This is an optimization exercise on Yosys and OpenROAD, whose aim is small area and a short achievable clock period, not a production implementation.
Only simulation tests tie the RTL to the original design; equivalence was not proved.
Power is estimated from default activity; no workload was simulated.

<file path="design/flow/design.v">
module Adder32Bit(a, b, s);
	input [31:0] a, b;
	output [31:0] s;
	assign s = a + b;
endmodule
module SignExtender(sign, _sign);
	input [9:0] sign;
	output [31:0] _sign;
	assign _sign[9:0] = sign[9:0]; 
	genvar i;
	for(i=10; i<32; i=i+1)
		assign _sign[i] = sign[9];
endmodule
module fullAdder(cin, x, y, cout, s);
	input cin, x, y;
	output cout, s;
	assign cout = (x&y) | (x&cin) | (y&cin);
	assign s = x^y^cin;
endmodule
module halfAdder(x, y, cout, s);
	input x, y;
	output cout, s;
	assign cout = x & y;
	assign s = x ^ y;
endmodule
module alu_stage(clk, a, b, imm, alu_src, alu_ctl, result, zero);
	input clk;
	input [31:0] a, b;
	input [9:0] imm;
	input alu_src;
	input [2:0] alu_ctl;
	output [31:0] result;
	output zero;
	wire [31:0] se = {{22{imm[9]}}, imm};
	wire is_add = alu_ctl == 3'b000;
	wire is_sub = alu_ctl == 3'b001;
	wire is_neg = alu_ctl == 3'b010;
	wire is_mul = alu_ctl == 3'b011;
	wire is_and = alu_ctl == 3'b100;
	wire is_or  = alu_ctl == 3'b101;
	wire is_xor = alu_ctl == 3'b110;
	wire is_not = alu_ctl == 3'b111;
	wire [31:0] u = (alu_src & (is_add | is_sub)) ? se : b;
	wire p1 = is_add | is_or, q1 = is_and, r1 = is_xor;
	wire p0 = is_sub, q0 = is_or | is_xor;
	wire [31:0] cr = (u & ({32{p1}} | ({32{q1}} & a) | ({32{r1}} & ~a))) |
		(~u & ({32{p0}} | ({32{q0}} & a)));
	wire [15:0] one, two, inv;
	wire [32:0] bx = {b, 1'b0};
	wire k0 = is_mul ? bx[2] : (is_neg | is_sub);
	genvar i;
	generate
		for (i = 0; i < 16; i = i + 1) begin : enc
			wire b0 = bx[2*i], b1 = bx[2*i+1], b2 = bx[2*i+2];
			if (i == 0) begin : d0
				assign one[i] = is_mul ? (b1 ^ b0) : (is_add | is_sub | is_neg | is_not);
				assign two[i] = is_mul & ((b2 & ~b1 & ~b0) | (~b2 & b1 & b0));
				assign inv[i] = is_mul ? b2 : (is_neg | is_not);
			end else begin : dn
				assign one[i] = is_mul & (b1 ^ b0);
				assign two[i] = is_mul & ((b2 & ~b1 & ~b0) | (~b2 & b1 & b0));
				assign inv[i] = is_mul & b2;
			end
		end
	endgenerate
	reg [31:0] a_q, cr_q;
	reg [15:0] one_q, two_q, inv_q;
	reg k0_q;
	always@(posedge clk) begin
		a_q <= a;
		cr_q <= cr;
		one_q <= one;
		two_q <= two;
		inv_q <= inv;
		k0_q <= k0;
	end
	wire [31:0] pp0 = ((({32{one_q[0]}} & a_q[31:0]) | ({32{two_q[0]}} & {a_q[30:0], 1'b0})) ^ {32{inv_q[0]}});
	wire [29:0] pp1 = ((({30{one_q[1]}} & a_q[29:0]) | ({30{two_q[1]}} & {a_q[28:0], 1'b0})) ^ {30{inv_q[1]}});
	wire [27:0] pp2 = ((({28{one_q[2]}} & a_q[27:0]) | ({28{two_q[2]}} & {a_q[26:0], 1'b0})) ^ {28{inv_q[2]}});
	wire [25:0] pp3 = ((({26{one_q[3]}} & a_q[25:0]) | ({26{two_q[3]}} & {a_q[24:0], 1'b0})) ^ {26{inv_q[3]}});
	wire [23:0] pp4 = ((({24{one_q[4]}} & a_q[23:0]) | ({24{two_q[4]}} & {a_q[22:0], 1'b0})) ^ {24{inv_q[4]}});
	wire [21:0] pp5 = ((({22{one_q[5]}} & a_q[21:0]) | ({22{two_q[5]}} & {a_q[20:0], 1'b0})) ^ {22{inv_q[5]}});
	wire [19:0] pp6 = ((({20{one_q[6]}} & a_q[19:0]) | ({20{two_q[6]}} & {a_q[18:0], 1'b0})) ^ {20{inv_q[6]}});
	wire [17:0] pp7 = ((({18{one_q[7]}} & a_q[17:0]) | ({18{two_q[7]}} & {a_q[16:0], 1'b0})) ^ {18{inv_q[7]}});
	wire [15:0] pp8 = ((({16{one_q[8]}} & a_q[15:0]) | ({16{two_q[8]}} & {a_q[14:0], 1'b0})) ^ {16{inv_q[8]}});
	wire [13:0] pp9 = ((({14{one_q[9]}} & a_q[13:0]) | ({14{two_q[9]}} & {a_q[12:0], 1'b0})) ^ {14{inv_q[9]}});
	wire [11:0] pp10 = ((({12{one_q[10]}} & a_q[11:0]) | ({12{two_q[10]}} & {a_q[10:0], 1'b0})) ^ {12{inv_q[10]}});
	wire [9:0] pp11 = ((({10{one_q[11]}} & a_q[9:0]) | ({10{two_q[11]}} & {a_q[8:0], 1'b0})) ^ {10{inv_q[11]}});
	wire [7:0] pp12 = ((({8{one_q[12]}} & a_q[7:0]) | ({8{two_q[12]}} & {a_q[6:0], 1'b0})) ^ {8{inv_q[12]}});
	wire [5:0] pp13 = ((({6{one_q[13]}} & a_q[5:0]) | ({6{two_q[13]}} & {a_q[4:0], 1'b0})) ^ {6{inv_q[13]}});
	wire [3:0] pp14 = ((({4{one_q[14]}} & a_q[3:0]) | ({4{two_q[14]}} & {a_q[2:0], 1'b0})) ^ {4{inv_q[14]}});
	wire [1:0] pp15 = ((({2{one_q[15]}} & a_q[1:0]) | ({2{two_q[15]}} & {a_q[0:0], 1'b0})) ^ {2{inv_q[15]}});
	wire s0, t0, s1, t1, s2, t2, s3, t3, s4, t4, s5, t5, s6, t6, s7, t7;
	wire s8, t8, s9, t9, s10, t10, s11, t11, s12, t12, s13, t13, s14, t14, s15, t15;
	wire s16, t16, s17, t17, s18, t18, s19, t19, s20, t20, s21, t21, s22, t22, s23, t23;
	wire s24, t24, s25, s26, s27, s28, s29, s30, t30, s31, t31, s32, t32, s33, t33, s34;
	wire t34, s35, t35, s36, t36, s37, t37, s38, t38, s39, t39, s40, t40, s41, t41, s42;
	wire t42, s43, t43, s44, t44, s45, t45, s46, t46, s47, t47, s48, t48, s49, t49, s50;
	wire t50, s51, t51, s52, t52, s53, t53, s54, t54, s55, t55, s56, t56, s57, t57, s58;
	wire t58, s59, t59, s60, t60, s61, t61, s62, t62, s63, t63, s64, t64, s65, t65, s66;
	wire t66, s67, t67, s68, t68, s69, t69, s70, t70, s71, t71, s72, t72, s73, t73, s74;
	wire t74, s75, t75, s76, t76, s77, t77, s78, t78, s79, t79, s80, t80, s81, t81, s82;
	wire t82, s83, t83, s84, t84, s85, t85, s86, s87, s88, s89, s90, t90, s91, t91, s92;
	wire t92, s93, t93, s94, t94, s95, t95, s96, t96, s97, t97, s98, t98, s99, t99, s100;
	wire t100, s101, t101, s102, t102, s103, t103, s104, t104, s105, t105, s106, t106, s107, t107, s108;
	wire t108, s109, t109, s110, t110, s111, t111, s112, t112, s113, t113, s114, t114, s115, t115, s116;
	wire t116, s117, t117, s118, t118, s119, t119, s120, t120, s121, t121, s122, t122, s123, t123, s124;
	wire t124, s125, t125, s126, t126, s127, t127, s128, t128, s129, t129, s130, t130, s131, t131, s132;
	wire t132, s133, t133, s134, t134, s135, t135, s136, t136, s137, t137, s138, t138, s139, t139, s140;
	wire t140, s141, t141, s142, t142, s143, t143, s144, t144, s145, t145, s146, t146, s147, t147, s148;
	wire t148, s149, t149, s150, t150, s151, t151, s152, t152, s153, s154, s155, s156, t156, s157, t157;
	wire s158, t158, s159, t159, s160, t160, s161, t161, s162, t162, s163, t163, s164, t164, s165, t165;
	wire s166, t166, s167, t167, s168, t168, s169, t169, s170, t170, s171, t171, s172, t172, s173, t173;
	wire s174, t174, s175, t175, s176, t176, s177, t177, s178, t178, s179, t179, s180, t180, s181, t181;
	wire s182, t182, s183, t183, s184, t184, s185, t185, s186, t186, s187, t187, s188, t188, s189, t189;
	wire s190, t190, s191, t191, s192, t192, s193, t193, s194, t194, s195, t195, s196, t196, s197, t197;
	wire s198, t198, s199, t199, s200, t200, s201, t201, s202, t202, s203, t203, s204, t204, s205, t205;
	wire s206, t206, s207, t207, s208, s209, s210, t210, s211, t211, s212, t212, s213, t213, s214, t214;
	wire s215, t215, s216, t216, s217, t217, s218, t218, s219, t219, s220, t220, s221, t221, s222, t222;
	wire s223, t223, s224, t224, s225, t225, s226, t226, s227, t227, s228, t228, s229, t229, s230, t230;
	wire s231, t231, s232, t232, s233, t233, s234, t234, s235, t235, s236, t236, s237, t237, s238, t238;
	wire s239, s240, t240, s241, t241, s242, t242, s243, t243, s244, t244, s245, t245, s246, t246, s247;
	wire t247, s248, t248, s249, t249, s250, t250, s251, t251, s252, t252, s253, t253, s254, t254, s255;
	wire t255, s256, t256, s257, t257, s258, t258, s259, t259, s260, t260, s261, t261, s262, t262, s263;
	wire t263, s264, t264, s265, t265, s266, t266, s267, t267, s268, t268, s269, t269, s270, t270, s271;
	halfAdder ha0(inv_q[11], cr_q[22], t0, s0);
	halfAdder ha1(cr_q[23], pp0[23], t1, s1);
	fullAdder fa2(pp0[24], inv_q[12], cr_q[24], t2, s2);
	halfAdder ha3(pp1[22], pp2[20], t3, s3);
	fullAdder fa4(pp1[23], cr_q[25], pp0[25], t4, s4);
	halfAdder ha5(pp2[21], pp3[19], t5, s5);
	fullAdder fa6(pp0[26], inv_q[13], cr_q[26], t6, s6);
	fullAdder fa7(pp3[20], pp1[24], pp2[22], t7, s7);
	halfAdder ha8(pp4[18], pp5[16], t8, s8);
	fullAdder fa9(pp1[25], cr_q[27], pp0[27], t9, s9);
	fullAdder fa10(pp4[19], pp2[23], pp3[21], t10, s10);
	halfAdder ha11(pp5[17], pp6[15], t11, s11);
	fullAdder fa12(pp0[28], inv_q[14], cr_q[28], t12, s12);
	fullAdder fa13(pp3[22], pp1[26], pp2[24], t13, s13);
	fullAdder fa14(pp6[16], pp4[20], pp5[18], t14, s14);
	halfAdder ha15(pp7[14], pp8[12], t15, s15);
	fullAdder fa16(pp1[27], cr_q[29], pp0[29], t16, s16);
	fullAdder fa17(pp4[21], pp2[25], pp3[23], t17, s17);
	fullAdder fa18(pp7[15], pp5[19], pp6[17], t18, s18);
	halfAdder ha19(pp8[13], pp9[11], t19, s19);
	fullAdder fa20(pp0[30], inv_q[15], cr_q[30], t20, s20);
	fullAdder fa21(pp3[24], pp1[28], pp2[26], t21, s21);
	fullAdder fa22(pp6[18], pp4[22], pp5[20], t22, s22);
	fullAdder fa23(pp9[12], pp7[16], pp8[14], t23, s23);
	halfAdder ha24(pp10[10], pp11[8], t24, s24);
	assign s25 = cr_q[31] ^ pp0[31] ^ pp1[29];
	assign s26 = pp2[27] ^ pp3[25] ^ pp4[23];
	assign s27 = pp5[21] ^ pp6[19] ^ pp7[17];
	assign s28 = pp8[15] ^ pp9[13] ^ pp10[11];
	assign s29 = pp11[9] ^ pp12[7];
	halfAdder ha30(inv_q[7], cr_q[14], t30, s30);
	halfAdder ha31(cr_q[15], pp0[15], t31, s31);
	fullAdder fa32(pp0[16], inv_q[8], cr_q[16], t32, s32);
	halfAdder ha33(pp1[14], pp2[12], t33, s33);
	fullAdder fa34(pp1[15], cr_q[17], pp0[17], t34, s34);
	halfAdder ha35(pp2[13], pp3[11], t35, s35);
	fullAdder fa36(pp0[18], inv_q[9], cr_q[18], t36, s36);
	fullAdder fa37(pp3[12], pp1[16], pp2[14], t37, s37);
	halfAdder ha38(pp4[10], pp5[8], t38, s38);
	fullAdder fa39(pp1[17], cr_q[19], pp0[19], t39, s39);
	fullAdder fa40(pp4[11], pp2[15], pp3[13], t40, s40);
	halfAdder ha41(pp5[9], pp6[7], t41, s41);
	fullAdder fa42(pp0[20], inv_q[10], cr_q[20], t42, s42);
	fullAdder fa43(pp3[14], pp1[18], pp2[16], t43, s43);
	fullAdder fa44(pp6[8], pp4[12], pp5[10], t44, s44);
	halfAdder ha45(pp7[6], pp8[4], t45, s45);
	fullAdder fa46(pp1[19], cr_q[21], pp0[21], t46, s46);
	fullAdder fa47(pp4[13], pp2[17], pp3[15], t47, s47);
	fullAdder fa48(pp7[7], pp5[11], pp6[9], t48, s48);
	halfAdder ha49(pp8[5], pp9[3], t49, s49);
	fullAdder fa50(pp1[20], s0, pp0[22], t50, s50);
	fullAdder fa51(pp4[14], pp2[18], pp3[16], t51, s51);
	fullAdder fa52(pp7[8], pp5[12], pp6[10], t52, s52);
	fullAdder fa53(pp10[2], pp8[6], pp9[4], t53, s53);
	fullAdder fa54(pp2[19], t0, pp1[21], t54, s54);
	fullAdder fa55(pp5[13], pp3[17], pp4[15], t55, s55);
	fullAdder fa56(pp8[7], pp6[11], pp7[9], t56, s56);
	fullAdder fa57(pp11[1], pp9[5], pp10[3], t57, s57);
	fullAdder fa58(pp5[14], pp3[18], pp4[16], t58, s58);
	fullAdder fa59(pp8[8], pp6[12], pp7[10], t59, s59);
	fullAdder fa60(pp11[2], pp9[6], pp10[4], t60, s60);
	fullAdder fa61(s2, pp12[0], t1, t61, s61);
	fullAdder fa62(pp6[13], pp4[17], pp5[15], t62, s62);
	fullAdder fa63(pp9[7], pp7[11], pp8[9], t63, s63);
	fullAdder fa64(pp12[1], pp10[5], pp11[3], t64, s64);
	fullAdder fa65(s4, t2, t3, t65, s65);
	fullAdder fa66(pp8[10], pp6[14], pp7[12], t66, s66);
	fullAdder fa67(pp11[4], pp9[8], pp10[6], t67, s67);
	fullAdder fa68(t4, pp12[2], pp13[0], t68, s68);
	fullAdder fa69(s7, t5, s6, t69, s69);
	fullAdder fa70(pp9[9], pp7[13], pp8[11], t70, s70);
	fullAdder fa71(pp12[3], pp10[7], pp11[5], t71, s71);
	fullAdder fa72(t7, pp13[1], t6, t72, s72);
	fullAdder fa73(s10, t8, s9, t73, s73);
	fullAdder fa74(pp11[6], pp9[10], pp10[8], t74, s74);
	fullAdder fa75(pp14[0], pp12[4], pp13[2], t75, s75);
	fullAdder fa76(t11, t9, t10, t76, s76);
	fullAdder fa77(s14, s12, s13, t77, s77);
	fullAdder fa78(pp12[5], pp10[9], pp11[7], t78, s78);
	fullAdder fa79(t12, pp13[3], pp14[1], t79, s79);
	fullAdder fa80(t15, t13, t14, t80, s80);
	fullAdder fa81(s18, s16, s17, t81, s81);
	fullAdder fa82(pp14[2], pp12[6], pp13[4], t82, s82);
	fullAdder fa83(t17, pp15[0], t16, t83, s83);
	fullAdder fa84(s20, t18, t19, t84, s84);
	fullAdder fa85(s23, s21, s22, t85, s85);
	assign s86 = pp13[5] ^ pp14[3] ^ pp15[1];
	assign s87 = t20 ^ t21 ^ t22;
	assign s88 = t23 ^ t24 ^ s25;
	assign s89 = s26 ^ s27 ^ s28;
	halfAdder ha90(inv_q[4], cr_q[8], t90, s90);
	halfAdder ha91(cr_q[9], pp0[9], t91, s91);
	fullAdder fa92(pp0[10], inv_q[5], cr_q[10], t92, s92);
	halfAdder ha93(pp1[8], pp2[6], t93, s93);
	fullAdder fa94(pp1[9], cr_q[11], pp0[11], t94, s94);
	halfAdder ha95(pp2[7], pp3[5], t95, s95);
	fullAdder fa96(pp0[12], inv_q[6], cr_q[12], t96, s96);
	fullAdder fa97(pp3[6], pp1[10], pp2[8], t97, s97);
	halfAdder ha98(pp4[4], pp5[2], t98, s98);
	fullAdder fa99(pp1[11], cr_q[13], pp0[13], t99, s99);
	fullAdder fa100(pp4[5], pp2[9], pp3[7], t100, s100);
	halfAdder ha101(pp5[3], pp6[1], t101, s101);
	fullAdder fa102(pp1[12], s30, pp0[14], t102, s102);
	fullAdder fa103(pp4[6], pp2[10], pp3[8], t103, s103);
	fullAdder fa104(pp7[0], pp5[4], pp6[2], t104, s104);
	fullAdder fa105(pp2[11], t30, pp1[13], t105, s105);
	fullAdder fa106(pp5[5], pp3[9], pp4[7], t106, s106);
	fullAdder fa107(s31, pp6[3], pp7[1], t107, s107);
	fullAdder fa108(pp5[6], pp3[10], pp4[8], t108, s108);
	fullAdder fa109(pp8[0], pp6[4], pp7[2], t109, s109);
	fullAdder fa110(s33, t31, s32, t110, s110);
	fullAdder fa111(pp6[5], pp4[9], pp5[7], t111, s111);
	fullAdder fa112(t32, pp7[3], pp8[1], t112, s112);
	fullAdder fa113(s35, t33, s34, t113, s113);
	fullAdder fa114(pp8[2], pp6[6], pp7[4], t114, s114);
	fullAdder fa115(t35, pp9[0], t34, t115, s115);
	fullAdder fa116(s38, s36, s37, t116, s116);
	fullAdder fa117(pp9[1], pp7[5], pp8[3], t117, s117);
	fullAdder fa118(t38, t36, t37, t118, s118);
	fullAdder fa119(s41, s39, s40, t119, s119);
	fullAdder fa120(t39, pp9[2], pp10[0], t120, s120);
	fullAdder fa121(s42, t40, t41, t121, s121);
	fullAdder fa122(s45, s43, s44, t122, s122);
	fullAdder fa123(t43, pp10[1], t42, t123, s123);
	fullAdder fa124(s46, t44, t45, t124, s124);
	fullAdder fa125(s49, s47, s48, t125, s125);
	fullAdder fa126(t47, pp11[0], t46, t126, s126);
	fullAdder fa127(s50, t48, t49, t127, s127);
	fullAdder fa128(s53, s51, s52, t128, s128);
	fullAdder fa129(t52, t50, t51, t129, s129);
	fullAdder fa130(s55, t53, s54, t130, s130);
	fullAdder fa131(s1, s56, s57, t131, s131);
	fullAdder fa132(t56, t54, t55, t132, s132);
	fullAdder fa133(s59, t57, s58, t133, s133);
	fullAdder fa134(s61, s60, s3, t134, s134);
	fullAdder fa135(t60, t58, t59, t135, s135);
	fullAdder fa136(s64, s62, s63, t136, s136);
	fullAdder fa137(s65, s5, t61, t137, s137);
	fullAdder fa138(t64, t62, t63, t138, s138);
	fullAdder fa139(s8, s66, s67, t139, s139);
	fullAdder fa140(s69, s68, t65, t140, s140);
	fullAdder fa141(s70, t66, t67, t141, s141);
	fullAdder fa142(t68, s71, s11, t142, s142);
	fullAdder fa143(s73, s72, t69, t143, s143);
	fullAdder fa144(s74, t70, t71, t144, s144);
	fullAdder fa145(t72, s75, s15, t145, s145);
	fullAdder fa146(s77, s76, t73, t146, s146);
	fullAdder fa147(s78, t74, t75, t147, s147);
	fullAdder fa148(s79, s19, t76, t148, s148);
	fullAdder fa149(s81, s80, t77, t149, s149);
	fullAdder fa150(s24, t78, s82, t150, s150);
	fullAdder fa151(s83, t79, t80, t151, s151);
	fullAdder fa152(s85, t81, s84, t152, s152);
	assign s153 = t82 ^ s86 ^ s29;
	assign s154 = t83 ^ s87 ^ t84;
	assign s155 = t85 ^ s88 ^ s89;
	halfAdder ha156(inv_q[2], cr_q[4], t156, s156);
	halfAdder ha157(cr_q[5], pp0[5], t157, s157);
	fullAdder fa158(pp0[6], inv_q[3], cr_q[6], t158, s158);
	halfAdder ha159(pp1[4], pp2[2], t159, s159);
	fullAdder fa160(pp1[5], cr_q[7], pp0[7], t160, s160);
	halfAdder ha161(pp2[3], pp3[1], t161, s161);
	fullAdder fa162(pp1[6], s90, pp0[8], t162, s162);
	fullAdder fa163(pp4[0], pp2[4], pp3[2], t163, s163);
	fullAdder fa164(pp2[5], t90, pp1[7], t164, s164);
	fullAdder fa165(s91, pp3[3], pp4[1], t165, s165);
	fullAdder fa166(pp5[0], pp3[4], pp4[2], t166, s166);
	fullAdder fa167(s93, t91, s92, t167, s167);
	fullAdder fa168(t92, pp4[3], pp5[1], t168, s168);
	fullAdder fa169(s95, t93, s94, t169, s169);
	fullAdder fa170(t95, pp6[0], t94, t170, s170);
	fullAdder fa171(s98, s96, s97, t171, s171);
	fullAdder fa172(t98, t96, t97, t172, s172);
	fullAdder fa173(s101, s99, s100, t173, s173);
	fullAdder fa174(t101, t99, t100, t174, s174);
	fullAdder fa175(s104, s102, s103, t175, s175);
	fullAdder fa176(t104, t102, t103, t176, s176);
	fullAdder fa177(s107, s105, s106, t177, s177);
	fullAdder fa178(s108, t105, t106, t178, s178);
	fullAdder fa179(s110, s109, t107, t179, s179);
	fullAdder fa180(s111, t108, t109, t180, s180);
	fullAdder fa181(s113, s112, t110, t181, s181);
	fullAdder fa182(t112, t111, s114, t182, s182);
	fullAdder fa183(s116, s115, t113, t183, s183);
	fullAdder fa184(t115, t114, s117, t184, s184);
	fullAdder fa185(s119, s118, t116, t185, s185);
	fullAdder fa186(s120, t117, t118, t186, s186);
	fullAdder fa187(s122, t119, s121, t187, s187);
	fullAdder fa188(t121, t120, s123, t188, s188);
	fullAdder fa189(s125, t122, s124, t189, s189);
	fullAdder fa190(t124, t123, s126, t190, s190);
	fullAdder fa191(s128, t125, s127, t191, s191);
	fullAdder fa192(t127, t126, s129, t192, s192);
	fullAdder fa193(s131, t128, s130, t193, s193);
	fullAdder fa194(t130, t129, s132, t194, s194);
	fullAdder fa195(s134, t131, s133, t195, s195);
	fullAdder fa196(t133, t132, s135, t196, s196);
	fullAdder fa197(s137, s136, t134, t197, s197);
	fullAdder fa198(t136, t135, s138, t198, s198);
	fullAdder fa199(s140, s139, t137, t199, s199);
	fullAdder fa200(s141, t138, t139, t200, s200);
	fullAdder fa201(s143, s142, t140, t201, s201);
	fullAdder fa202(t142, t141, s144, t202, s202);
	fullAdder fa203(s146, s145, t143, t203, s203);
	fullAdder fa204(t145, t144, s147, t204, s204);
	fullAdder fa205(s149, t146, s148, t205, s205);
	fullAdder fa206(t148, t147, s150, t206, s206);
	fullAdder fa207(s152, t149, s151, t207, s207);
	assign s208 = t150 ^ s153 ^ t151;
	assign s209 = t152 ^ s154 ^ s155;
	halfAdder ha210(inv_q[1], cr_q[2], t210, s210);
	halfAdder ha211(cr_q[3], pp0[3], t211, s211);
	fullAdder fa212(pp1[2], s156, pp0[4], t212, s212);
	fullAdder fa213(pp2[1], t156, pp1[3], t213, s213);
	fullAdder fa214(s158, pp3[0], t157, t214, s214);
	fullAdder fa215(s160, t158, t159, t215, s215);
	fullAdder fa216(s162, t160, t161, t216, s216);
	fullAdder fa217(s164, t162, t163, t217, s217);
	fullAdder fa218(t165, t164, s166, t218, s218);
	fullAdder fa219(t167, t166, s168, t219, s219);
	fullAdder fa220(t169, t168, s170, t220, s220);
	fullAdder fa221(t171, t170, s172, t221, s221);
	fullAdder fa222(t173, t172, s174, t222, s222);
	fullAdder fa223(t175, t174, s176, t223, s223);
	fullAdder fa224(t177, t176, s178, t224, s224);
	fullAdder fa225(t179, t178, s180, t225, s225);
	fullAdder fa226(t181, t180, s182, t226, s226);
	fullAdder fa227(t183, t182, s184, t227, s227);
	fullAdder fa228(s186, t184, t185, t228, s228);
	fullAdder fa229(s188, t186, t187, t229, s229);
	fullAdder fa230(s190, t188, t189, t230, s230);
	fullAdder fa231(s192, t190, t191, t231, s231);
	fullAdder fa232(s194, t192, t193, t232, s232);
	fullAdder fa233(t195, t194, s196, t233, s233);
	fullAdder fa234(t197, t196, s198, t234, s234);
	fullAdder fa235(t199, t198, s200, t235, s235);
	fullAdder fa236(t201, t200, s202, t236, s236);
	fullAdder fa237(t203, t202, s204, t237, s237);
	fullAdder fa238(t205, t204, s206, t238, s238);
	assign s239 = t206 ^ s208 ^ t207;
	halfAdder ha240(k0_q, cr_q[0], t240, s240);
	halfAdder ha241(cr_q[1], pp0[1], t241, s241);
	fullAdder fa242(pp1[0], s210, pp0[2], t242, s242);
	fullAdder fa243(s211, t210, pp1[1], t243, s243);
	fullAdder fa244(s212, pp2[0], t211, t244, s244);
	fullAdder fa245(s157, t212, s213, t245, s245);
	fullAdder fa246(s214, t213, s159, t246, s246);
	fullAdder fa247(s215, s161, t214, t247, s247);
	fullAdder fa248(s216, s163, t215, t248, s248);
	fullAdder fa249(s165, t216, s217, t249, s249);
	fullAdder fa250(s218, t217, s167, t250, s250);
	fullAdder fa251(s219, s169, t218, t251, s251);
	fullAdder fa252(s220, s171, t219, t252, s252);
	fullAdder fa253(s221, s173, t220, t253, s253);
	fullAdder fa254(s222, s175, t221, t254, s254);
	fullAdder fa255(s177, t222, s223, t255, s255);
	fullAdder fa256(s224, t223, s179, t256, s256);
	fullAdder fa257(s225, s181, t224, t257, s257);
	fullAdder fa258(s226, s183, t225, t258, s258);
	fullAdder fa259(s227, s185, t226, t259, s259);
	fullAdder fa260(s228, s187, t227, t260, s260);
	fullAdder fa261(s229, s189, t228, t261, s261);
	fullAdder fa262(s230, s191, t229, t262, s262);
	fullAdder fa263(s231, s193, t230, t263, s263);
	fullAdder fa264(s195, t231, s232, t264, s264);
	fullAdder fa265(s233, t232, s197, t265, s265);
	fullAdder fa266(s234, s199, t233, t266, s266);
	fullAdder fa267(s235, s201, t234, t267, s267);
	fullAdder fa268(s236, s203, t235, t268, s268);
	fullAdder fa269(s237, s205, t236, t269, s269);
	fullAdder fa270(s238, s207, t237, t270, s270);
	assign s271 = s209 ^ t238 ^ s239;
	wire [31:0] x = {t270, t269, t268, t267, t266, t265, t264, t263, t262, t261, t260, t259, t258, t257, t256, t255, t254, t253, t252, t251, t250, t249, t248, t247, t246, t245, t244, t243, t242, t241, t240, s240};
	wire [31:0] y = {s271, s270, s269, s268, s267, s266, s265, s264, s263, s262, s261, s260, s259, s258, s257, s256, s255, s254, s253, s252, s251, s250, s249, s248, s247, s246, s245, s244, s243, s242, s241, pp0[0]};
	wire [20:0] lo = x[19:0] + y[19:0];
	reg [19:0] lo_q;
	reg c_q;
	reg [11:0] xh_q, yh_q;
	always@(posedge clk) begin
		lo_q <= lo[19:0];
		c_q <= lo[20];
		xh_q <= x[31:20];
		yh_q <= y[31:20];
	end
	wire [12:0] hs = {xh_q, 1'b1} + {yh_q, c_q};
	wire [11:0] hi = hs[12:1];
	assign result = {hi, lo_q};
	wire [11:0] hx = xh_q ^ yh_q;
	wire [11:0] hc = {xh_q[10:0] | yh_q[10:0], c_q};
	assign zero = (lo_q == 20'b0) & (hx == hc);
endmodule
</file>
<file path="design/flow/flow/run.sh">
#!/bin/bash
# The standard layout, with faster port buffers than the default choice.
set -euo pipefail
bash standard.sh BUFFER_PORTS_ARGS="-buffer_cell sky130_fd_sc_hd__buf_4" finish > standard.log 2>&1
</file>
<file path="design/flow/standard.sh">
#!/bin/bash
# synth_recipe.tcl (not shown) runs the flow's synth.tcl, then flattens the netlist and writes it again
# the make line also repeats each setting of config.mk as NAME=value (left out here)
make -C /OpenROAD-flow-scripts/flow DESIGN_CONFIG=/design/flow/config.mk WORK_HOME=/design/flow/orfs CLKGATE_MAP_FILE= SYNTH_SCRIPT=/design/flow/synth_recipe.tcl "${@:-finish}"
</file>
<file path="design/flow/config.mk">
export PLATFORM = sky130hd
export DESIGN_NAME = alu_stage
export DESIGN_NICKNAME = alu_stage
export VERILOG_FILES = /design/flow/design.v
export SDC_FILE = /design/flow/constraint.sdc
export NUM_CORES = 4
export LEC_CHECK = 0
export ABC_AREA = 1
export CAP_MARGIN = 20
export CORE_MARGIN = 2
export CORE_UTILIZATION = 40
export SLEW_MARGIN = 70
export SYNTH_HIERARCHICAL = 1
export SYNTH_MINIMUM_KEEP_SIZE = 0
</file>
<file path="design/flow/constraint.sdc">
create_clock -name core_clock -period 15.0 [get_ports {clk}]
set_input_delay 3.0000 -clock core_clock [delete_from_list [all_inputs] [get_ports {clk}]]
set_output_delay 3.0000 -clock core_clock [all_outputs]
set_load 0.01 [all_outputs]
</file>
==> flow_summary.toml, run 1 <==
[setup_path]
crit_chain = "inv_1, ha_1, inv_1, o21bai_1, a21oi_1, o21ai_0, xor2_1, buf_4"
critPathLaunchType = "register"
crit_family = "compound AO/OA/AOI/OAI gates"
cpMostUsedCell = "inv_1"
arrival_ns = 2.33
cp-end-kind = "output pin"
worstSetupPathType = "register to output pin"
cp_num_buf_inv = 3
slowest_delay_ns = 0.36
cp_max_fo = 4
cp_slowest_cell = "o21bai_1"
r2r_slack_ns = 9.90
worstPathRequired_ns = 12.00

[final_layout]
register_area_um2 = 3170
final_common_cell = "nand2_1"
final_cell_mix = "nand2_1 (285), xor2_1 (278), o22ai_1 (241), fa_1 (227), dfxtp_1 (154)"
num-fill-cells = 4074
multiInputGateArea_um2 = 12800
layout-drive-gt1-share_pct = 11.4
fin_nets = 2396
area_growth_pct = 11.3
fin_cells = 2570

[grt]
antenna_found_initial = 0
grt_first_pass_wirelength_um = 88300
grt_use_met1_pct = 36.5
grt_pass1_vias = 14947
grtUsageMet2_pct = 39.5
grt_usage_pct = 26.3
grt_max_degree = 35
grt_busiest_layer = "met2"
grt_overflow = 0
met3_usage_pct = 5.95

[die]
core_um2 = 42100
ios = 112
die_h_um = 211
die_area_um2 = 44500
initial_core_util_pct = 40.7
placement_rows = 75
die_x_um = 211

[drt]
ant_nets = 0
vias = 14945
post-route-drc-count = 0
detail_route.iter0.violations = 1638
wl_um = 57500
wl_per_cell_um = 22.4
drtPass1Iterations = 6
vias_per_cell = 5.82

[outcome]
outcome = "timing/DRC/antenna clean"

[logic_synthesis]
ys_warn_count = 7
yosysSeqAreaShare_pct = 18.5
ys_seq_elements = 158
synth_edf_count = 0
syn-num-nets = 2366
netlist_instances = 1987
avgSynthCellArea_um2 = 8.62
syn_area_um2 = 17100
async_reset_ff_share_pct = 0
synth_flop_cell = "dfxtp_1"
yosysUniqueCellTypes = 43

[timing]
rsz0062_at_grt = "false"
period_minus_slack_ns = 5.33
period_share_pct = 35.5
finalSetupViolCount = 0
worstMarginPinSlew_ns = 0.458
tns_ns = 0
fmax_ghz = 0.188
hold_violations = 0
slew_headroom_pct = 69.5
skew_ns = 0.0181
slew_violations = 0

[run]
cap_violations = 0

[clock_network]
htree_levels = 4
cts_sinks = 158
clock_latency_ns = 0.46
ctsHoldBuffers = 0
cts.repair.resized = 0
cts_made_buffers = 17
post_cts_buffers = 0
cts-root-buf = "clkbuf_16"
tritoncts = "done"
path_clk_slew_ns = 0.08
clockBufferDepth = 2

[power]
powerDensity_nw_per_um2 = 143
cellLeakagePower_uw = 0.00977
peakVddDrop_v = 0.0000865

[placed_design]
io_buffers = 111
place_congestion = 0.923
place_hpwl_um = 42300
post-place-cells = 2537

[hold_path]
hold_path.class = "register to register"
## kinds of logic after synthesis
logic type,after synthesis,synth area share (%)
simple gates,425,10.1
mux,2,0.117
compound gates,503,17.2
buf+inv,302,7.09
xor+xnor,297,15.2
flops,158,18.5
fa+ha+maj,300,31.9
## layout make-up
type	instances	share of cell area, %
Antenna cell	1	0.0131
Clock buffer	17	2.23
Clock inverter	15	0.899
Inverter	172	3.61
Multi-Input combinational cell	1527	67.3
Sequential cell	158	16.6
Tap cell	539	3.54
Timing Repair Buffer	141	5.83
## worst reg2reg max path, stage by stage (launching register included)
cell and delay, ns:
dfxtp_1 0.46, inv_1 0.07, buf_4 0.25, o22ai_1 0.25
xor2_1 0.21, fa_1 0.47, fa_1 0.56, fa_1 0.45
fa_1 0.56, fa_1 0.43, ha_1 0.37, nand2_1 0.09
nor4_1 0.35, nand4_1 0.14, nand3_1 0.14, a21oi_1 0.09
o21bai_1 0.13
## final timing paths
path / cells past startpoint / end / start
hold / removal: 2 / lo_q[0] / k0_q
hold reg to reg: 2 / lo_q[0] / k0_q
setup reg to reg: 16 / c_q / one_q[0]
setup / recovery: 8 / result[28] / xh_q[1]
## Yosys cell counts, types with 2 or more instances
| cell type | instances | area share [%] |
|---|---|---|
| a2111oi_2 | 3 | 0.26 |
| a21o_1 | 7 | 0.31 |
| a21oi_1 | 124 | 3.6 |
| a21oi_2 | 2 | 0.10 |
| a31oi_1 | 20 | 0.73 |
| buf_1 | 16 | 0.35 |
| buf_2 | 40 | 1.2 |
| buf_4 | 6 | 0.26 |
| clkbuf_1 | 66 | 1.4 |
| clkinv_1 | 12 | 0.26 |
| dfxtp_1 | 158 | 18 |
| fa_1 | 227 | 27 |
| ha_1 | 73 | 5.3 |
| inv_1 | 151 | 3.3 |
| inv_2 | 9 | 0.20 |
| mux2i_1 | 2 | 0.12 |
| nand2_1 | 285 | 6.2 |
| nand2_2 | 2 | 0.073 |
| nand3_1 | 41 | 1.2 |
| nand3b_1 | 5 | 0.22 |
| nand4_1 | 7 | 0.26 |
| nor2_1 | 70 | 1.5 |
| nor3_1 | 3 | 0.088 |
| nor3_2 | 2 | 0.12 |
| nor4_1 | 9 | 0.33 |
| o2111ai_1 | 2 | 0.10 |
| o21ai_0 | 80 | 2.3 |
| o21ai_1 | 12 | 0.35 |
| o21bai_1 | 4 | 0.18 |
| o22ai_1 | 241 | 8.8 |
| xnor2_1 | 18 | 0.92 |
| xor2_1 | 279 | 14 |
## power by group
part / leakage [uW] / internal [uW] / switching (uW)
logic: 0.00818 / 710 / 970
registers: 0.00132 / 520 / 64.1
clock network: 0.000278 / 238 / 221
total: 0.00977 / 1470 / 1260
## registers in the layout, summed over array words and instances, names as in the netlist
register	cells
a_q	32
c_q	1
cr_q	32
inv_q	16
k0_q	1
lo_q	20
one_q	16
two_q	16
xh_q	12
yh_q	12
## routing by layer
metal | share of wire, % | up-vias
li1 | - | 6723
met1 | 43 | 7183
met2 | 43 | 901
met3 | 11 | 138
met4 | 4.3 | 0
met5 | 0 | -
## modules after synthesis (local to each module, per instance)
module | flops+latches | times used | area (um^2)
halfAdder | 0 | 31 | 12.5
fullAdder | 0 | 225 | 20.0
alu_stage | 158 | 1 | 12200
## stage by stage
step / total power [uW] / area, um^2 / util (%) / hold WS, ns / setup WS (ns)
after floorplan: 1690 / 17100 / - / 0.543 / 10.32
after global placement: 2230 / 18300 / 43.4 / 0.606 / 9.33
after detailed placement: 2270 / 18500 / 43.8 / 0.601 / 9.84
after CTS: 2730 / 19100 / 45.2 / 0.621 / 9.64
after global routing: 2960 / 19100 / 45.3 / 0.636 / 9.47
final: 2720 / 19100 / 45.3 / 0.624 / 9.67
==> run 2, diff against run 1 <==
==> design/flow/run.sh (new file) <==
#!/bin/bash
# synth_recipe.tcl (not shown) runs the flow's synth.tcl, then flattens the netlist and writes it again
# the make line also repeats each setting of config.mk as NAME=value (left out here)
make -C /OpenROAD-flow-scripts/flow DESIGN_CONFIG=/design/flow/config.mk WORK_HOME=/design/flow/orfs CLKGATE_MAP_FILE= SYNTH_SCRIPT=/design/flow/synth_recipe.tcl finish
removed: design/flow/flow/run.sh
removed: design/flow/standard.sh
==> flow_summary.toml, run 2 <==
[outcome]
outcome = "timing/DRC/antenna clean"

[clock_network]
clock_latency_ns = 0.46
post_cts_buffers = 0
path_clk_slew_ns = 0.07
cts.repair.resized = 0
cts_sinks = 158
cts_made_buffers = 17
ctsHoldBuffers = 0
clockBufferDepth = 2
tritoncts = "done"
cts-root-buf = "clkbuf_16"
htree_levels = 4

[final_layout]
top_regs = "a_q (32), cr_q (32), lo_q (20)"
final_common_cell = "nand2_1"
fin_nets = 2398
final_cell_mix = "nand2_1 (285), xor2_1 (278), o22ai_1 (241), fa_1 (227), dfxtp_1 (153)"
layout-drive-gt1-share_pct = 5.91
num-fill-cells = 4005
area_growth_pct = 13.1
antennaDiodeCount = 0

[die]
die_h_um = 211
initial_core_util_pct = 40.7
die_x_um = 211
die_area_um2 = 44500
core_um2 = 42100
ios = 112
placement_rows = 75

[timing]
period_share_pct = 38.4
finalSetupViolCount = 0
skew_ns = 0.0130
slew_headroom_pct = 69.9
tns_ns = 0
worstMarginPinSlew_ns = 0.452
period_minus_slack_ns = 5.76
hold_violations = 0
fin_ws_ns = 9.24
rsz0062_at_grt = "false"
slew_violations = 0
fmax_ghz = 0.174

[setup_path]
cpMostUsedCell = "inv_1"
slowest_delay_ns = 0.55
worstPathRequired_ns = 12.00
cp-end-kind = "output pin"
crit_end = "result[28]"
arrival_ns = 2.76
r2r_cells = 16
crit_chain = "inv_1, ha_1, inv_1, o21bai_1, a21oi_1, o21ai_0, xor2_1, clkdlybuf4s50_1"
critPathLaunchType = "register"
r2r_slack_ns = 9.85
startpoint = "xh_q[1]"
cp_slowest_cell = "clkdlybuf4s50_1"
worst_r2r_endpoint = "c_q"
cp_max_fo = 4
rr_startpoint = "one_q[0]"
worstSetupPathType = "register to output pin"

[logic_synthesis]
synth_flop_cell = "dfxtp_1"
syn-num-nets = 2366
syn_area_um2 = 17100
yosys-top-cells-count = "nand2_1 (285), xor2_1 (279), o22ai_1 (241)"
ys_seq_elements = 158
synth.most_common_cell = "nand2_1"
synth_edf_count = 0
synth_top_cell_by_area = "fa_1"
yosysTopAreaCellShare_pct = 26.5
async_reset_ff_share_pct = 0
avgSynthCellArea_um2 = 8.62
netlist_instances = 1987
yosysSeqAreaShare_pct = 18.5
yosys-top-cells-area = "fa_1 (27%), dfxtp_1 (18%), xor2_1 (14%)"
ys_warn_count = 7
yosysUniqueCellTypes = 43

[drt]
detail_route.iter0.violations = 1509
wl_um = 56800
vias = 14958
wl_per_cell_um = 22.1
post-route-drc-count = 0
vias_per_cell = 5.82
drtPass1Iterations = 8
ant_nets = 0

[hold_path]
hold_path.class = "register to register"

[placed_design]
place_congestion = 0.932
place_hpwl_um = 42200
io_buffers = 111
dp_worst_setup_slack_ns = 9.72

[grt]
grt_overflow = 0
grt_max_degree = 35
grt_first_pass_wirelength_um = 87800
antenna_found_initial = 1
grt_usage_pct = 26.0
grt_pass1_vias = 14924

[power]
powerDensity_nw_per_um2 = 144
cellLeakagePower_uw = 0.00971
peakVddDrop_v = 0.0000891

[run]
cap_violations = 0
run 2: cell types whose count changed in the layout (fill, tap and decap cells not counted), sizes merged:
cell,previous run,this run
clkdlybuf4s50,0,111
clkinv,14,13
diode,1,0
clkinvlp,5,1
inv,167,169
bufinv,1,3
buf,140,32
run 2: modules after synthesis (local to each module, per instance):
module | cells inside | copies in the design
alu_stage | 1731 | 1
fullAdder | 1 | 225
halfAdder | 1 | 31
run 2: layout make-up:
| cell class | instances | area, um^2 | area share, % |
|---|---|---|---|
| multi-input cells | 1527 | 12800 | 66.1 |
| repair buffers | 143 | 1410 | 7.28 |
| inverters | 172 | 681 | 3.51 |
| clock buffers | 18 | 429 | 2.21 |
| well taps | 539 | 674 | 3.48 |
| clock inverters | 14 | 200 | 1.03 |
| flip-flops and latches | 158 | 3170 | 16.4 |
run 2: cells by family (layout without fill, tap and decap cells):
family	after synthesis	count (layout)	synth area share, %
adder cells (fa/ha/maj)	300	300	31.9
multiplexers	2	2	0.117
flip-flops	158	158	18.5
AO/OA/AOI/OAI	503	503	17.2
AND/OR/NAND/NOR	425	425	10.1
buffers and inverters	302	347	7.09
XOR/XNOR	297	297	15.2
run 2: report_power, final:
part / internal [uW] / switching [uW] / leakage [uW]
clock: 269 / 209 / 0.000305
sequential: 520 / 59.8 / 0.00132
combinational: 753 / 972 / 0.00809
run 2: how the worst min path moves through the flow:
stage                     endpoint  startpoint  cells after the start  slack (ns)
after floorplan            lo_q[0]        k0_q                      2        0.54
after global placement     lo_q[0]        k0_q                      2        0.61
after detailed placement   lo_q[0]        k0_q                      2        0.61
after CTS                  lo_q[0]        k0_q                      2        0.63
after global routing       lo_q[0]        k0_q                      2        0.65
final                      lo_q[0]        k0_q                      2        0.64
run 2: routing by layer:
metal  vias up  track usage (%)  share of wire (%)
met3       122             4.46                9.5
met1      7233             36.8                 43
met5         -                0                  0
met2       878             39.2                 43
li1       6725                -                  -
met4         0             11.6                4.1
run 2: critical path, delay by kind of cell (launching register included):
kind | cells | cell delay [ns]
AO/OA/AOI/OAI | 3 | 0.76
flip-flops | 1 | 0.35
XOR/XNOR | 1 | 0.17
adder cells (fa/ha/maj) | 1 | 0.34
buffers and inverters | 3 | 0.69
run 2: through the flow:
step	util [%]	total power [uW]	hold WS, ns	instances	instance area (um^2)
2_1_floorplan	-	1690	0.543	1987	17100
3_5_place_dp	44.4	2310	0.611	2537	18700
4_1_cts	45.8	2790	0.633	2569	19300
3_3_place_gp	44.1	2280	0.615	2537	18600
6_report	46.0	2780	0.641	2571	19400
5_1_grt	46.0	3000	0.645	2571	19400
==> run 3, diff against run 2 <==
--- a/design/flow/config.mk
+++ b/design/flow/config.mk
@@ -11,3 +11,3 @@
 export CORE_UTILIZATION = 40
-export SLEW_MARGIN = 70
+export SLEW_MARGIN = 20
 export SYNTH_HIERARCHICAL = 1
==> flow_summary.toml, run 3 <==
[timing]
hold_violations = 0
finalSetupViolCount = 0
fin_ws_ns = 9.14
rsz0062_at_grt = "false"
tns_ns = 0
period_share_pct = 39.1
slew_headroom_pct = 30.5
slew_violations = 0
skew_ns = 0.0228
fmax_ghz = 0.171
worstMarginPinSlew_ns = 1.04
period_minus_slack_ns = 5.86

[grt]
grt_pass1_vias = 14769
grt_usage_pct = 26.1
grt_first_pass_wirelength_um = 88000
grt_max_degree = 35
grt_overflow = 0
antenna_found_initial = 2

[final_layout]
fin_nets = 2396
area_growth_pct = 11.9
final_common_cell = "nand2_1"
layout-drive-gt1-share_pct = 4.19
antennaDiodeCount = 0
fin_util_pct = 45.5
final_cell_mix = "nand2_1 (285), xor2_1 (279), o22ai_1 (241), fa_1 (227), dfxtp_1 (156)"
top_regs = "a_q (32), cr_q (32), lo_q (20)"

[logic_synthesis]
synth.most_common_cell = "nand2_1"
async_reset_ff_share_pct = 0
yosys-top-cells-count = "nand2_1 (285), xor2_1 (279), o22ai_1 (241)"
yosysTopAreaCellShare_pct = 26.5
yosys-top-cells-area = "fa_1 (27%), dfxtp_1 (18%), xor2_1 (14%)"
ys_seq_elements = 158
netlist_instances = 1987
synth_edf_count = 0
yosysSeqAreaShare_pct = 18.5
yosysUniqueCellTypes = 43
synth_flop_cell = "dfxtp_1"
synth_top_cell_by_area = "fa_1"
ys_warn_count = 7
syn-num-nets = 2366
syn_area_um2 = 17100
avgSynthCellArea_um2 = 8.62

[die]
placement_rows = 75
core_um2 = 42100
die_area_um2 = 44500
initial_core_util_pct = 40.7
ios = 112
die_h_um = 211
die_x_um = 211

[hold_path]
hold_path_startpoint = "k0_q"
hold_path.class = "register to register"
hold_end = "lo_q[0]"
hold_path_depth = 2

[power]
intPower_uw = 1490
p_seq_share_pct = 21.0
peakVddDrop_v = 0.0000974
powerDensity_nw_per_um2 = 143
pwr-share-clk_pct = 16.4
switching_power_uw = 1240
power.share.switching_pct = 45.5
cellLeakagePower_uw = 0.00965
comb_power_share_pct = 62.6

[clock_network]
cts-root-buf = "clkbuf_16"
htree_levels = 4
cts.repair.resized = 0
cts_made_buffers = 17
clockBufferDepth = 2
post_cts_buffers = 0
tritoncts = "done"
path_clk_slew_ns = 0.07
clock_latency_ns = 0.47
ctsHoldBuffers = 0
cts_sinks = 158

[setup_path]
worst_r2r_endpoint = "c_q"
r2r_slack_ns = 9.67
slowest_delay_ns = 0.84
r2r_cells = 16
rr_startpoint = "one_q[0]"
cp_max_fo = 34
worstPathRequired_ns = 15.34
critPathLaunchType = "primary input"
crit_chain = "clkdlybuf4s50_1, inv_2, nand3_1, inv_1, nand2_2, o21ai_0, o21ai_1"
cp-end-kind = "register"
crit_family = "buffers and inverters"
cp_num_buf_inv = 3
cp_slowest_cell = "inv_1"
arrival_ns = 6.20
worstSetupPathType = "primary input to register"

[outcome]
outcome = "timing/DRC/antenna clean"

[placed_design]
dp_worst_setup_slack_ns = 8.74
place_congestion = 0.932
place_hpwl_um = 42100
io_buffers = 111

[drt]
wl_per_cell_um = 22.1
detail_route.iter0.violations = 1587
post-route-drc-count = 0
vias_per_cell = 5.75
ant_nets = 0
vias = 14769
drtPass1Iterations = 6
wl_um = 56700

[run]
cap_violations = 0
-- run 3: cell counts after synthesis --
No cell type changed its count.
-- run 3: worst max-delay path by stage --
| stage | cells past startpoint | end | startpoint | slack [ns] |
|---|---|---|---|---|
| floorplan | 10 | result[29] | xh_q[2] | 10.32 |
| global placement | 7 | cr_q[11] | alu_ctl[2] | 8.87 |
| detailed placement | 7 | cr_q[11] | alu_ctl[2] | 8.74 |
| CTS | 7 | cr_q[13] | alu_ctl[2] | 9.23 |
| global route | 8 | cr_q[17] | alu_ctl[2] | 8.77 |
| finish | 7 | cr_q[23] | alu_ctl[2] | 9.14 |
-- run 3: metal layers --
metal	global-route usage, %	wire length (um)	vias up
li1	-	-	6717
met1	36.7	25100	7180
met2	39.5	24600	740
met3	4.37	4640	130
met4	11.4	2340	2
met5	0	12	-
-- run 3: through the flow --
stage                     hold WS [ns]  std cells  power, uW  cell area, um^2
after detailed placement         0.608       2537       2300            18600
after CTS                        0.635       2569       2750            19200
after floorplan                  0.543       1987       1690            17100
after global routing             0.652       2569       2960            19200
final                            0.645       2569       2740            19200
after global placement           0.615       2537       2280            18600
-- run 3: tightest hold or removal path, cell delays in order (launching register included) --
cell     delay [ns]
dfxtp_1        0.31
ha_1           0.16
ha_1           0.15
-- run 3: per-module statistics from Yosys, one instance, submodules excluded --
module	copies in the design	cell area (um^2)	cells	flip-flops and latches
halfAdder	31	12.5	1	0
fullAdder	225	20.0	1	0
alu_stage	1	12200	1731	158
-- run 3: area by class of cell --
class                   count  area (um^2)
repair buffers            141         1340
well taps                 539          674
flip-flops and latches    158         3170
clock buffers              17          425
clock inverters            15          170
inverters                 172          646
multi-input cells        1527        12800
fillers                  4074        23000
-- run 3: power by group through the flow --
stage               Clock [uW]  Sequential (uW)  Combinational [uW]
floorplan                    0              576                1110
global placement             0              586                1690
detailed placement           0              587                1720
CTS                        453              577                1720
global route               468              584                1910
finish                     449              576                1710
-- run 3: cell families (layout without fill, tap and decap cells) --
group | Yosys count | after routing | synth area share (%)
muxes | 2 | 2 | 0.117
DFF | 158 | 158 | 18.5
and+or+nand+nor | 425 | 425 | 10.1
AOI/OAI and AO/OA | 503 | 503 | 17.2
adders and majority gates | 300 | 300 | 31.9
buffers and inverters | 302 | 345 | 7.09
xor gates and xnor gates | 297 | 297 | 15.2
==> run 4, diff against run 3 <==
==> design/flow/flow/run.sh (new file) <==
#!/bin/bash
# The standard layout with faster port buffers and early gate sizing by load.
set -euo pipefail
bash standard.sh BUFFER_PORTS_ARGS="-buffer_cell sky130_fd_sc_hd__buf_4" EARLY_SIZING_CAP_RATIO=4 finish > standard.log 2>&1
==> design/flow/standard.sh (new file) <==
#!/bin/bash
# synth_recipe.tcl (not shown) runs the flow's synth.tcl, then flattens the netlist and writes it again
# the make line also repeats each setting of config.mk as NAME=value (left out here)
make -C /OpenROAD-flow-scripts/flow DESIGN_CONFIG=/design/flow/config.mk WORK_HOME=/design/flow/orfs CLKGATE_MAP_FILE= SYNTH_SCRIPT=/design/flow/synth_recipe.tcl "${@:-finish}"
--- a/design/flow/config.mk
+++ b/design/flow/config.mk
@@ -11,3 +11,3 @@
 export CORE_UTILIZATION = 40
-export SLEW_MARGIN = 20
+export SLEW_MARGIN = 70
 export SYNTH_HIERARCHICAL = 1
removed: design/flow/run.sh
==> flow_summary.toml, run 4 <==
[logic_synthesis]
synth.most_common_cell = "nand2_1"
yosysSeqAreaShare_pct = 18.5
yosys-top-cells-count = "nand2_1 (285), xor2_1 (279), o22ai_1 (241)"
yosysUniqueCellTypes = 43
syn_area_um2 = 17100
syn-num-nets = 2366
yosysTopAreaCellShare_pct = 26.5
synth_top_cell_by_area = "fa_1"
ys_seq_elements = 158
avgSynthCellArea_um2 = 8.62
netlist_instances = 1987
yosys-top-cells-area = "fa_1 (27%), dfxtp_1 (18%), xor2_1 (14%)"
ys_warn_count = 7
synth_flop_cell = "dfxtp_1"
synth_edf_count = 0
async_reset_ff_share_pct = 0

[die]
core_um2 = 42100
placement_rows = 75
ios = 112
die_h_um = 211
die_x_um = 211
die_area_um2 = 44500
initial_core_util_pct = 40.7

[final_layout]
area_growth_pct = 11.3
fin_util_pct = 45.3
top_regs = "a_q (32), cr_q (32), lo_q (20)"
register_area_um2 = 3170
fin_cells = 2570
final_cell_mix = "nand2_1 (285), xor2_1 (278), o22ai_1 (241), fa_1 (227), dfxtp_1 (154)"
layout-drive-gt1-share_pct = 11.4
fin_nets = 2396
multiInputGateArea_um2 = 12800
final_common_cell = "nand2_1"
num-fill-cells = 4074

[setup_path]
r2r_slack_ns = 9.90
r2r_cells = 16
cp_max_fo = 4
worstPathRequired_ns = 12.00
cpMostUsedCell = "inv_1"
worst_r2r_endpoint = "c_q"
arrival_ns = 2.33
crit_end = "result[28]"
cp_slowest_cell = "o21bai_1"
crit_cells = 8
crit_family = "compound AO/OA/AOI/OAI gates"
cp-end-kind = "output pin"
rr_startpoint = "one_q[0]"
cp_num_buf_inv = 3
startpoint = "xh_q[1]"
slowest_delay_ns = 0.36
worstSetupPathType = "register to output pin"
critPathLaunchType = "register"
crit_chain = "inv_1, ha_1, inv_1, o21bai_1, a21oi_1, o21ai_0, xor2_1, buf_4"

[timing]
slew_violations = 0
rsz0062_at_grt = "false"
period_share_pct = 35.5
skew_ns = 0.0181
period_minus_slack_ns = 5.33
hold_ws_ns = 0.624
fmax_ghz = 0.188
finalSetupViolCount = 0
slew_headroom_pct = 69.5
tns_ns = 0
worstMarginPinSlew_ns = 0.458
hold_violations = 0

[placed_design]
place_hpwl_um = 42300
place_congestion = 0.923
io_buffers = 111
post-place-cells = 2537

[outcome]
outcome = "timing/DRC/antenna clean"

[drt]
wl_per_cell_um = 22.4
ant_nets = 0
detail_route.iter0.violations = 1638
vias_per_cell = 5.82
post-route-drc-count = 0
drtPass1Iterations = 6
wl_um = 57500
vias = 14945

[clock_network]
post_cts_buffers = 0
htree_levels = 4
clockBufferDepth = 2
cts-root-buf = "clkbuf_16"
cts.repair.resized = 0
ctsHoldBuffers = 0
path_clk_slew_ns = 0.08
clock_latency_ns = 0.46
tritoncts = "done"
cts_made_buffers = 17
cts_sinks = 158

[hold_path]
hold_path_depth = 2
hold_path.class = "register to register"

[power]
powerDensity_nw_per_um2 = 143
peakVddDrop_v = 0.0000865
cellLeakagePower_uw = 0.00977

[run]
cap_violations = 0

[grt]
grt_max_degree = 35
grt_overflow = 0
antenna_found_initial = 0
grt_usage_pct = 26.3
grt_first_pass_wirelength_um = 88300
grt_pass1_vias = 14947
[run 4: cell counts after synthesis]
Identical to the previous run, type by type.
[run 4: worst min path at each step]
stage          startpoint  endpoint  slack, ns
2_1_floorplan        k0_q   lo_q[0]       0.54
5_1_grt              k0_q   lo_q[0]       0.64
4_1_cts              k0_q   lo_q[0]       0.62
3_5_place_dp         k0_q   lo_q[0]       0.60
6_report             k0_q   lo_q[0]       0.62
3_3_place_gp         k0_q   lo_q[0]       0.61
[run 4: cell type report]
cell class                      instances  share of cell area, %
Sequential cell                       158                   16.6
Clock inverter                         15                  0.899
Multi-Input combinational cell       1527                   67.3
Inverter                              172                   3.61
Clock buffer                           17                   2.23
Antenna cell                            1                 0.0131
Tap cell                              539                   3.54
Timing Repair Buffer                  141                   5.83
[run 4: logic make-up (layout without fill, tap and decap cells)]
family	after synthesis	after routing	synth area share, %
fa+ha+maj	300	300	31.9
xor+xnor	297	297	15.2
compound gates	503	503	17.2
mux	2	2	0.117
other cells	0	1	0
flops	158	158	18.5
buf+inv	302	345	7.09
simple gates	425	425	10.1
[run 4: power by group]
part / internal [uW] / switching, uW / total [uW]
sequential: 520 / 64.1 / 584
combinational: 710 / 970 / 1680
clock: 238 / 221 / 459
total: 1470 / 1260 / 2720
[run 4: stage by stage]
step	cell area [um^2]	total power (uW)	setup slack (ns)
2_1_floorplan	17100	1690	10.32
3_3_place_gp	18300	2230	9.33
4_1_cts	19100	2730	9.64
5_1_grt	19100	2960	9.47
3_5_place_dp	18500	2270	9.84
6_report	19100	2720	9.67
[run 4: modules after synthesis, one instance, submodules excluded]
module,flops+latches,cells inside,copies in the design,area [um^2]
halfAdder,0,1,31,12.5
fullAdder,0,1,225,20.0
alu_stage,158,1731,1,12200
[run 4: worst min-delay path: stages (launching register included)]
cell     delay (ns)
dfxtp_1        0.32
ha_1           0.14
ha_1           0.14
[run 4: layer usage]
metal	global-route usage, %	vias to the layer above	part of all wire [%]	wire length [um]
li1	-	6723	-	-
met3	5.95	138	11	6050
met1	36.5	7183	43	24500
met4	11.3	0	4.3	2470
met5	0	-	0	0
met2	39.5	901	43	24400
==> run 5, diff against run 4 <==
==> design/flow/flow/run.sh (replaced) <==
#!/bin/bash
# The standard layout with faster port buffers and gain-based buffering of
# high-fanout nets before the placement repair.
set -euo pipefail
bash standard.sh BUFFER_PORTS_ARGS="-buffer_cell sky130_fd_sc_hd__buf_4" PRE_RESIZE_TCL="$PWD/flow/pre_resize.tcl" finish > standard.log 2>&1
==> design/flow/flow/pre_resize.tcl (new file) <==
# Gain-based buffering of high-fanout nets.
repair_design -buffer_gain 4.0 -verbose
==> flow_summary.toml, run 5 <==
[final_layout]
stdcell_area_um2 = 20200
top_regs = "a_q (32), cr_q (32), lo_q (20)"
final_common_cell = "nand2_1"
antennaDiodeCount = 0
layout-drive-gt1-share_pct = 14.9
fin_nets = 2482
fin_util_pct = 48.0
final_cell_mix = "nand2_1 (281), xor2_1 (277), o22ai_1 (241), fa_1 (227), buf_4 (184)"
area_growth_pct = 18.0

[hold_path]
hold_path_startpoint = "k0_q"
hold_end = "lo_q[0]"
hold_path_depth = 2
hold_path.class = "register to register"

[timing]
period_share_pct = 36.2
worstMarginPinSlew_ns = 0.418
tns_ns = 0
hold_ws_ns = 0.638
hold_violations = 0
skew_ns = 0.0226
finalSetupViolCount = 0
slew_violations = 0
period_minus_slack_ns = 5.42
fmax_ghz = 0.184
rsz0062_at_grt = "false"
slew_headroom_pct = 72.1

[placed_design]
place_congestion = 0.923
io_buffers = 111
place_hpwl_um = 45200
postPlaceCellArea_um2 = 19600

[grt]
grt_overflow = 0
antenna_found_initial = 0
grt_pass1_vias = 15482
grt_usage_pct = 27.6
grt_max_degree = 35
grt_first_pass_wirelength_um = 92200

[logic_synthesis]
syn_area_um2 = 17100
synth_edf_count = 0
ys_warn_count = 7
synth_flop_cell = "dfxtp_1"
yosys-top-cells-area = "fa_1 (27%), dfxtp_1 (18%), xor2_1 (14%)"
yosys-top-cells-count = "nand2_1 (285), xor2_1 (279), o22ai_1 (241)"
async_reset_ff_share_pct = 0
synth_top_cell_by_area = "fa_1"
syn-num-nets = 2366
yosysSeqAreaShare_pct = 18.5
netlist_instances = 1987
synth.most_common_cell = "nand2_1"
avgSynthCellArea_um2 = 8.62
yosysTopAreaCellShare_pct = 26.5
yosysUniqueCellTypes = 43
ys_seq_elements = 158

[power]
cellLeakagePower_uw = 0.0104
powerDensity_nw_per_um2 = 136
peakVddDrop_v = 0.0000928
switching_power_uw = 1270
p_seq_share_pct = 21.1
intPower_uw = 1480
power.share.switching_pct = 46.2
pwr-share-clk_pct = 16.5
comb_power_share_pct = 62.5

[setup_path]
critPathLaunchType = "register"
worst_r2r_endpoint = "lo_q[19]"
worstSetupPathType = "register to output pin"
cp_slowest_cell = "ha_1"
r2r_slack_ns = 9.83
r2r_cells = 17
rr_startpoint = "one_q[0]"
arrival_ns = 2.42
crit_family = "compound AO/OA/AOI/OAI gates"
worstPathRequired_ns = 12.00
cp_num_buf_inv = 3
cp_max_fo = 7
cp-end-kind = "output pin"
crit_cells = 10
crit_chain = "inv_1, ha_1, nand2_1, nand2_1, a31oi_1, inv_1, a21o_1, a31oi_1, xor2_1, buf_4"
slowest_delay_ns = 0.38

[clock_network]
path_clk_slew_ns = 0.08
cts-root-buf = "clkbuf_16"
tritoncts = "done"
cts.repair.resized = 0
cts_sinks = 158
post_cts_buffers = 0
htree_levels = 4
ctsHoldBuffers = 0
clock_latency_ns = 0.47
clockBufferDepth = 2
cts_made_buffers = 17

[run]
cap_violations = 0

[die]
initial_core_util_pct = 40.7
die_h_um = 211
core_um2 = 42100
ios = 112
placement_rows = 75
die_x_um = 211
die_area_um2 = 44500

[drt]
post-route-drc-count = 0
drtPass1Iterations = 6
ant_nets = 0
wl_um = 60500
wl_per_cell_um = 22.8
detail_route.iter0.violations = 1743
vias_per_cell = 5.83
vias = 15490

[outcome]
outcome = "timing/DRC/antenna clean"
-- run 5: kinds of logic (layout without fill, tap and decap cells) --
kind of cell	count (synthesis)	count (layout)	synth area share, %
AOI/OAI and AO/OA	503	503	17.2
and+or+nand+nor	425	425	10.1
buffers and inverters	302	431	7.09
adders and majority gates	300	300	31.9
xor gates and xnor gates	297	297	15.2
DFF	158	158	18.5
muxes	2	2	0.117
-- run 5: power by group through the flow --
stage / sequential [uW] / combinational, uW / clock (uW)
after floorplan: 576 / 1110 / 0
after global placement: 588 / 1640 / 0
after detailed placement: 588 / 1720 / 0
after CTS: 578 / 1720 / 457
after global routing: 586 / 1920 / 472
final: 578 / 1710 / 452
-- run 5: final cells by class --
class	instances	area, um^2
timing repair buffer	227	2210
multi-input combinational	1527	12800
clock buffer	17	425
inverter	172	816
clock inverter	15	169
tap	539	674
sequential	158	3160
fill	3975	21900
-- run 5: tightest hold or removal path: cells and delay by family (launching register included) --
kind | cells | cell delay, ns
DFF | 1 | 0.32
adders and majority gates | 2 | 0.29
-- run 5: metrics by stage --
step	instances	total power, uW	worst slack, ns
4_1_cts	2655	2760	9.53
3_3_place_gp	2534	2230	9.33
5_1_grt	2655	2980	9.39
2_1_floorplan	1987	1690	10.32
3_5_place_dp	2623	2300	9.82
6_report	2655	2740	9.58
-- run 5: per-layer routing --
layer	part of all wire [%]	track usage, %
met3	11	6.85
met4	4.6	12.8
met5	0	0
met1	42	37.6
met2	43	41.1
-- run 5: worst max-delay path by stage --
stage | start | to
2_1_floorplan | xh_q[2] | result[29]
3_3_place_gp | alu_ctl[2] | cr_q[13]
3_5_place_dp | one_q[0] | lo_q[19]
4_1_cts | xh_q[2] | result[29]
5_1_grt | xh_q[2] | result[29]
6_report | xh_q[2] | result[29]
-- run 5: Yosys stat by module (local to each module, per instance) --
module     flip-flops and latches  times used  area [um^2]
alu_stage                     158           1        12200
fullAdder                       0         225         20.0
halfAdder                       0          31         12.5

## port drivers added, routing unchanged
In the flow no input, the clock included, has a driving cell. The finished layouts below were timed again as built, in two steps.
Step 1: set_driving_cell puts a clkbuf_16 on clk and a buf_2 on each other input, an assumption about the parent block.
Step 2 times the ports against the registers' clock, not the clock port: input delays grow and output delays shrink by t, the midpoint of the rising clock arrivals with the driver on.
a / b / c = no drivers / after step 1 / after step 2; a / b = the first two.
run | shift t [ns] | setup WS [ns] | hold WS [ns] | worst slew at a driven data input, ns | cell pins on the clock port's net
run 1 | 0.501 | 9.670 / 9.621 / 9.905 | 0.624 / 0.624 / 0.624 | 0.05 | 1
run 2 | 0.506 | 9.238 / 9.187 / 9.693 | 0.641 / 0.641 / 0.641 | 0.05 | 1
run 3 | 0.512 | 9.141 / 9.175 / 8.663 | 0.645 / 0.645 / 0.645 | 0.05 | 1
run 4 | 0.501 | 9.670 / 9.621 / 9.905 | 0.624 / 0.624 / 0.624 | 0.05 | 1
run 5 | 0.508 | 9.577 / 9.526 / 9.829 | 0.638 / 0.638 / 0.638 | 0.05 | 1
After both steps setup and hold are still met in every run listed. The setup slack of run 3, which loses most, moves by +0.034 ns with the drivers and by -0.478 ns with both steps.
